Context: an optimization exercise on an open-source flow, tuned for small area, a short achievable clock period and few clock cycles per item. The choices shown serve that exercise and are no tape-out recipe.
Only simulation tests tie the RTL to the original design; equivalence was not proved.
No activity file was given, so power comes from the tool's default toggle rates.

## flow/config.mk

```make
export PLATFORM = sky130hd
export DESIGN_NAME = EC_TOP
export DESIGN_NICKNAME = EC_TOP
export VERILOG_FILES = /design/flow/design.v
export SDC_FILE = /design/flow/constraint.sdc
export NUM_CORES = 4
export LEC_CHECK = 0
export CAP_MARGIN = 20
export CORE_MARGIN = 2
export CORE_UTILIZATION = 40
export SLEW_MARGIN = 20
```

## flow/constraint.sdc

```tcl
create_clock -name core_clock -period 220.0 [get_ports {clk}]
set_input_delay 44.0000 -clock core_clock [delete_from_list [all_inputs] [get_ports {clk}]]
set_output_delay 44.0000 -clock core_clock [all_outputs]
set_load 0.01 [all_outputs]
```

## flow/design.v

```verilog
module INV_IP #(parameter IP_WIDTH = 6) (
    IN_1, IN_2,
    OUT_INV
);
input [IP_WIDTH-1:0] IN_1, IN_2;
output [IP_WIDTH-1:0] OUT_INV;
wire signed [IP_WIDTH:0]result;
wire [IP_WIDTH-1:0] IN1,IN2;
genvar i;
generate
	for(i=0; i<9; i=i+1) begin: ASSIGN_AB
		wire[IP_WIDTH-1:0] a,b,idx;
		if(i==0) begin
			assign b=(IN_1>=IN_2)? {1'b0,IN_1}: {1'b0,IN_2};
			assign a=(IN_1>=IN_2)? {1'b0,IN_2}: {1'b0,IN_1};
		end
		else begin
			assign a = ASSIGN_AB[i-1].b;	
			assign b = (ASSIGN_AB[i-1].a)%(ASSIGN_AB[i-1].b);
		end	
	end
endgenerate
genvar j;
generate
	for(j=0; j<9; j=j+1) begin: A_DIV_B
		wire signed [IP_WIDTH:0] div;
		assign div = (ASSIGN_AB[j].a)/(ASSIGN_AB[j].b);	
	end
endgenerate
genvar k;
generate
	for(k=8; k>=0; k=k-1) begin: EE
		wire signed [IP_WIDTH+1:0] s,t;
		if(k==8) begin
			assign s=1;
			assign t=0;
		end
		else if(k==0) begin
 			assign result = (EE[k+1].t+ASSIGN_AB[0].b)%ASSIGN_AB[0].b;
		end
		else begin
			assign s=(ASSIGN_AB[k].b==0)? 1: EE[k+1].t;
			assign t=(ASSIGN_AB[k].b==0)? 0: (EE[k+1].s)-(A_DIV_B[k].div)*EE[k+1].t;
		end
	end
endgenerate
assign OUT_INV = result[IP_WIDTH-1:0];
endmodule
module EC_TOP(
    clk, rst_n, in_valid,
    in_Px, in_Py, in_Qx, in_Qy, in_prime, in_a,
    out_valid, out_Rx, out_Ry
);
input clk, rst_n, in_valid;
input [6-1:0] in_Px, in_Py, in_Qx, in_Qy, in_prime, in_a;
output reg out_valid;
output reg [6-1:0] out_Rx, out_Ry;
reg [6-1:0] px, py, qx, qy, a, xr, yr;
reg [13:0] s_son;
reg [20:0]  s;
reg [6:0] p,s_mom;
reg [2:0] counter;
reg [11:0] first_sub;
wire [5:0] INV_IP6_out;
INV_IP #(.IP_WIDTH(6)) I_INV_IP6 ( .IN_1(p[5:0]), .IN_2(s_mom[5:0]), .OUT_INV(INV_IP6_out));
always@(posedge clk or negedge rst_n)begin
	if(!rst_n) begin
		counter<=0;
	end
	else begin
		if(in_valid==1 && counter<6) counter <= 1;
		else if (counter<6 && counter>0) counter <= counter+1;
		else counter<=0;
	end
end
always@(posedge clk or negedge rst_n)begin
	if(!rst_n) begin
		px <= 0;	
		py <= 0;
		qx <= 0;
		qy <= 0;
		p <= 0;
		a <= 0;
	end
	else begin		
		if (in_valid==1) begin				
			px <= in_Px;	
			py <= in_Py;
			qx <= in_Qx;
			qy <= in_Qy;
			p <= in_prime;
			a <= in_a;
		end	
		else begin
			px <= px;	
			py <= py;
			qx <= qx;
			qy <= qy;
			p <= p;
			a <= a;
		end
	end
end
always@(*)begin
		if ((px!=qx) || (py!=qy))begin
			if ((qy>=py) && (qx>=px))begin
				s_son = qy-py;
				s_mom = qx-px;
			end
			else if ((qy<=py) && (qx>=px))begin
				s_son = qy+p-py;    
				s_mom = qx-px;
			end	
			else if ((qy>=py) && (qx<=px))begin
				s_son = qy-py;    
				s_mom = qx+p-px;
			end
			else begin
				s_son = qy+p-py;    
				s_mom = qx+p-px;
			end
		end
		else begin
			s_son = 3*px*px + a;
			s_mom = (2*py)%p;
		end
end
always@(posedge clk or negedge rst_n)begin
	if(!rst_n) begin
		s <= 0;
	end
	else begin
		s <= (INV_IP6_out*s_son)%p;
	end
end
always@(posedge clk or negedge rst_n)begin
	if(!rst_n) begin
		first_sub <= 0;
	end
	else begin
		if (counter==2) begin
			if (s*s>=px) first_sub<= (s*s)-px;
			else first_sub<= (s*s)+p-px;
		end
		else if (counter==4) begin
			if (px>=xr) first_sub<= s*(px-xr);
			else first_sub<= s*(px+p-xr);
		end
		else first_sub<= first_sub;	
	end
end
always@(posedge clk or negedge rst_n)begin
	if(!rst_n) begin
		xr <= 0;
	end
	else begin
		if (counter==3) begin
			if (first_sub>=qx) xr <= (first_sub-qx)%p;
			else xr <= (first_sub+p-qx)%p;
		end
		else xr<=xr;
	end
end
always@(posedge clk or negedge rst_n)begin
	if(!rst_n) begin
		yr <= 0;
	end
	else begin
		if (counter==5) begin
			if (first_sub>=py) yr <= (first_sub-py)%p;
			else yr <= (first_sub+p-py)%p;
		end
		else yr<=yr;
	end
end		
always@(posedge clk or negedge rst_n)begin
	if(!rst_n) begin
		out_valid <= 0;
		out_Rx <= 0;
		out_Ry <= 0;
	end
	else begin
		if (counter==6) begin
			out_valid <= 1;
			out_Rx <= xr;
			out_Ry <= yr;
		end
		else begin
			out_valid <= 0;
			out_Rx <= 0;
			out_Ry <= 0;
		end
	end
end
endmodule
```

## flow/run.sh

```bash
#!/bin/bash
# synth_recipe.tcl (not shown) runs the flow's synth.tcl, then flattens the netlist and writes it again
# the make line also repeats each setting of config.mk as NAME=value (left out here)
make -C /OpenROAD-flow-scripts/flow DESIGN_CONFIG=/design/flow/config.mk WORK_HOME=/design/flow/orfs CLKGATE_MAP_FILE= SYNTH_SCRIPT=/design/flow/synth_recipe.tcl finish
```

==> results.py <==
metrics = {
    "status": {
        "status": "finished clean",
    },
    "floorplanning": {
        "fp.dieH_um": 436.6,
        "core-area_mm2": 0.1856,
        "die-area_mm2": 0.1906,
        "die_w_um": 436.6,
        "io-pin-count": 52,
        "num_rows": 158,
        "start_util_pct": 40.33,
    },
    "synthesis": {
        "synthSimpleGateAreaFrac_pct": 24.07,
        "seq_area_frac_synth_pct": 3.209,
        "synth-edff-count": 0,
        "synth_top_family_by_area": "adder cells",
        "yosys_register_bits": 96,
        "synth_adder_area_share_pct": 29.38,
        "avgSynthCellArea_um2": 7.423,
        "synth_xor_xnor_area_share_pct": 8.438,
        "synth_compound_area_share_pct": 25.31,
        "syn_inst": 10090,
        "synthMuxAreaShare_pct": 3.861,
        "yosysTopAreaCellShare_pct": 18.65,
        "yosys_warnings": 1,
        "syn-cell-area_mm2": 0.07487,
        "yosysMostFrequentCell": "ha_1",
        "netlist_top_cells_area": "ha_1 (19%), fa_1 (11%), xnor2_1 (5.3%)",
        "synth_cell_types": 169,
        "synthArstFlopShare_pct": 100.0,
        "synthFlopType": "dfrtp_1",
        "yosysTopAreaCell": "ha_1",
        "yosys-top-cells-count": "ha_1 (1116), nor2_1 (1000), nand2_1 (863)",
    },
    "grt": {
        "antenna_found_initial": 0,
        "grt_use_total_pct": 23.88,
        "grt_max_degree": 72,
        "grt_pass1_wl_mm": 381.9,
        "grt_pass1_vias": 72560,
        "grt.overflow.total": 0,
    },
    "final_layout": {
        "num_antenna_cells": 0,
        "drive_gt1_share_pct": 8.369,
        "area_growth_pct": 7.516,
        "final_net_count": 11680,
        "fill_cells": 18930,
    },
    "detailed_routing": {
        "route.detailed.drc": 0,
        "vias": 74670,
        "ant_nets": 0,
        "vias_per_cell": 5.920,
        "wl_per_cell_um": 18.77,
        "dr.pass1.iters": 6,
        "routed_wl_mm": 236.8,
        "drt_iter0_markers": 5310,
    },
    "pwr": {
        "pg_seq_uw": 423,
        "switching_share_pct": 59.10,
        "pwr-share-seq_pct": 0.1,
        "pwr-share-clk_pct": 0,
        "top_power_group": "combinational logic",
        "power_density_mw_per_mm2": 8624,
        "p_int_uw": 283900,
        "power_frac_comb_pct": 99.9,
        "power.switching_uw": 410300,
        "leakage_uw": 0.03617,
        "pg_clk_uw": 17.4,
        "comb_cell_power_uw": 694000,
        "p_total_uw": 694200,
        "peakVddDrop_v": 0.009753,
    },
    "clocking": {
        "cts_tree": "yes",
        "cts_made_buffers": 9,
        "cts_hold_buf": 0,
        "cts_max_level": 3,
        "cts_max_path_buffers": 2,
        "clk_latency_ns": 0.41,
        "clk_pin_slew_ns": 0.09,
        "cts-root-buf": "clkbuf_16",
        "cts.sinks": 96,
    },
    "worst_setup_path": {
        "crit_type": "reg -> reg",
        "endpoint": "s[19]",
        "setup.worst_path.start": "p[2]",
        "regToRegSetupSlack_ns": 14.48,
        "rr_worst_depth": 1005,
        "startpoint_type": "flop",
        "cp_slowest_cell": "or4_4",
        "path_delay_family": "compound AO/OA/AOI/OAI gates",
        "r2r_end": "s[19]",
        "arrival_ns": 205.78,
        "cp-end-kind": "flop",
        "crit_cells": 858,
        "critPathMaxFanout": 29,
        "cp_common_cell": "o21a_1",
        "path_buf_inv": 58,
        "critical_path.max_stage_delay_ns": 0.65,
        "rr_startpoint": "p[2]",
        "cp.required_ns": 220.26,
    },
    "placement": {
        "hpwl_mm": 191.9,
        "pre_cts_ws_ns": -6.170,
        "io_buffers": 51,
        "finalWeightedCongestion": 0.9579,
    },
    "sta": {
        "min_period_ns": 205.52,
        "slew_viol_final": 0,
        "timing.fmax_mhz": 4.866,
        "tightest_slew_ns": 1.259,
        "setup_viol": 0,
        "timing.final.ws_setup_ns": 14.48,
        "hold_viol": 0,
        "period_share_pct": 93.42,
        "fin_tns_setup_ns": 0,
        "skew_ns": 0.02033,
        "maxSlewHeadroom_pct": 15.16,
    },
    "run": {
        "maxCapViolCount": 0,
    },
    "hold_path": {
        "hold_end": "yr[4]",
        "holdCritStartpoint": "yr[4]",
        "hold_class": "reg -> reg",
        "hold_depth": 2,
    },
}
area by class of cell:
class / count / area (µm²) / share of cell area [%]
clock buffers: 9 / 225.2 / 0.2798
clock inverters: 7 / 73.82 / 0.09171
inverters: 826 / 3126 / 3.883
multi-input cells: 8949 / 69580 / 86.44
flip-flops and latches: 96 / 2404 / 2.986
well taps: 2480 / 3103 / 3.855
repair buffers: 246 / 1983 / 2.464
through the flow:
stage | utilization, % | hold slack, ns | cell area, µm² | std cells
after floorplan | - | 0.4429 | 74970 | 10110
after global placement | 42.18 | 0.4611 | 78310 | 12520
after detailed placement | 42.19 | 0.4718 | 78320 | 12520
after CTS | 42.47 | 0.4901 | 78840 | 12540
after global routing | 43.36 | 0.5211 | 80490 | 12610
final | 43.36 | 0.4886 | 80490 | 12610
cells in the final DEF (no fill, tap or decap), types with 22 or more instances in the layout:
cell             count
xor2_1             244
buf_4              194
o31ai_1            126
and2_1             202
o211ai_1            83
conb_1              28
nand2_1            852
mux2i_1            108
nor4_1              51
nand2b_1           140
mux2_2             141
o21ai_0            456
xnor2_1            454
nand3_1            169
nand3b_1            27
o21bai_1           100
o21ai_1             76
a21oi_1            629
clkdlybuf4s50_1     49
or3_1               99
and3_1              86
a31oi_1             76
o22ai_1             38
nand4_1             94
ha_1              1116
nor2b_1            131
nor2_1             976
a21o_1             220
nor3_1             391
and4_1              30
dfrtp_1             95
or2_2               93
a211oi_1            60
o21a_1             354
fa_1               399
a21boi_0            24
a21oi_2             34
o31a_1              27
inv_1              803
a31o_2              22
flip-flops by register name, summed over array words and instances (netlist names):
register / count
out_valid: 1
qx: 6
p: 6
first_sub: 12
s: 20
out_Rx: 6
xr: 6
out_Ry: 6
counter: 3
py: 6
a: 6
px: 6
yr: 6
qy: 6
per-layer routing:
| metal | up-vias | global-route usage [%] | wire length (µm) |
|---|---|---|---|
| met5 | - | 0 | 0 |
| met4 | 0 | 5.274 | 5654 |
| met3 | 324 | 1.805 | 10560 |
| met2 | 1883 | 41.52 | 112400 |
| met1 | 36020 | 32.07 | 108200 |
| li1 | 36440 | - | - |
kinds of logic (layout without fill, tap and decap cells):
kind of cell    after synthesis  in the layout
simple gates               3622           3624
compound gates             2801           2801
fa+ha+maj                  1519           1519
buf+inv                    1069           1088
xor+xnor                    710            710
mux                         267            267
flops                        96             96
other cells                   1             28
timing repair:
item / in CTS / in global routing
gates cloned: 0 / 2
buffers inserted: 5 / 75
pin swaps: 2 / 30
endpoints found under the setup margin: 20 / 20
resized for setup: 39 / 241
Testbench counts, summed over its fixed seeds: cycles 22,408, items 3,200.

## re-timing with driven ports
The flow's constraints put no driver on any port. The routed layout listed below was extracted and timed again, unchanged, in two steps.
Step 1 (the two cells are an assumption about what drives the block):
set clk [get_ports {clk}]
set_driving_cell -lib_cell sky130_fd_sc_hd__clkbuf_16 $clk
set_driving_cell -lib_cell sky130_fd_sc_hd__buf_2 [delete_from_list [all_inputs] $clk]
Step 2, shift: input delay + t, output delay - t, t = (earliest + latest rising clock arrival at the registers) / 2. This alone moves slack from input paths to output paths.
Three values: ideal ports, drivers, drivers and shift; two values: the first two.
t, ns: 0.447
slack for setup (ns): 14.476 / 14.476 / 14.476
latest minus earliest clock arrival (ns): 0.020 / 0.020
pins driven straight from the clock port: 1
After both steps setup and hold are still met in this run. The setup slack of this run moves by 0.000 ns with the drivers and by 0.000 ns with both steps.
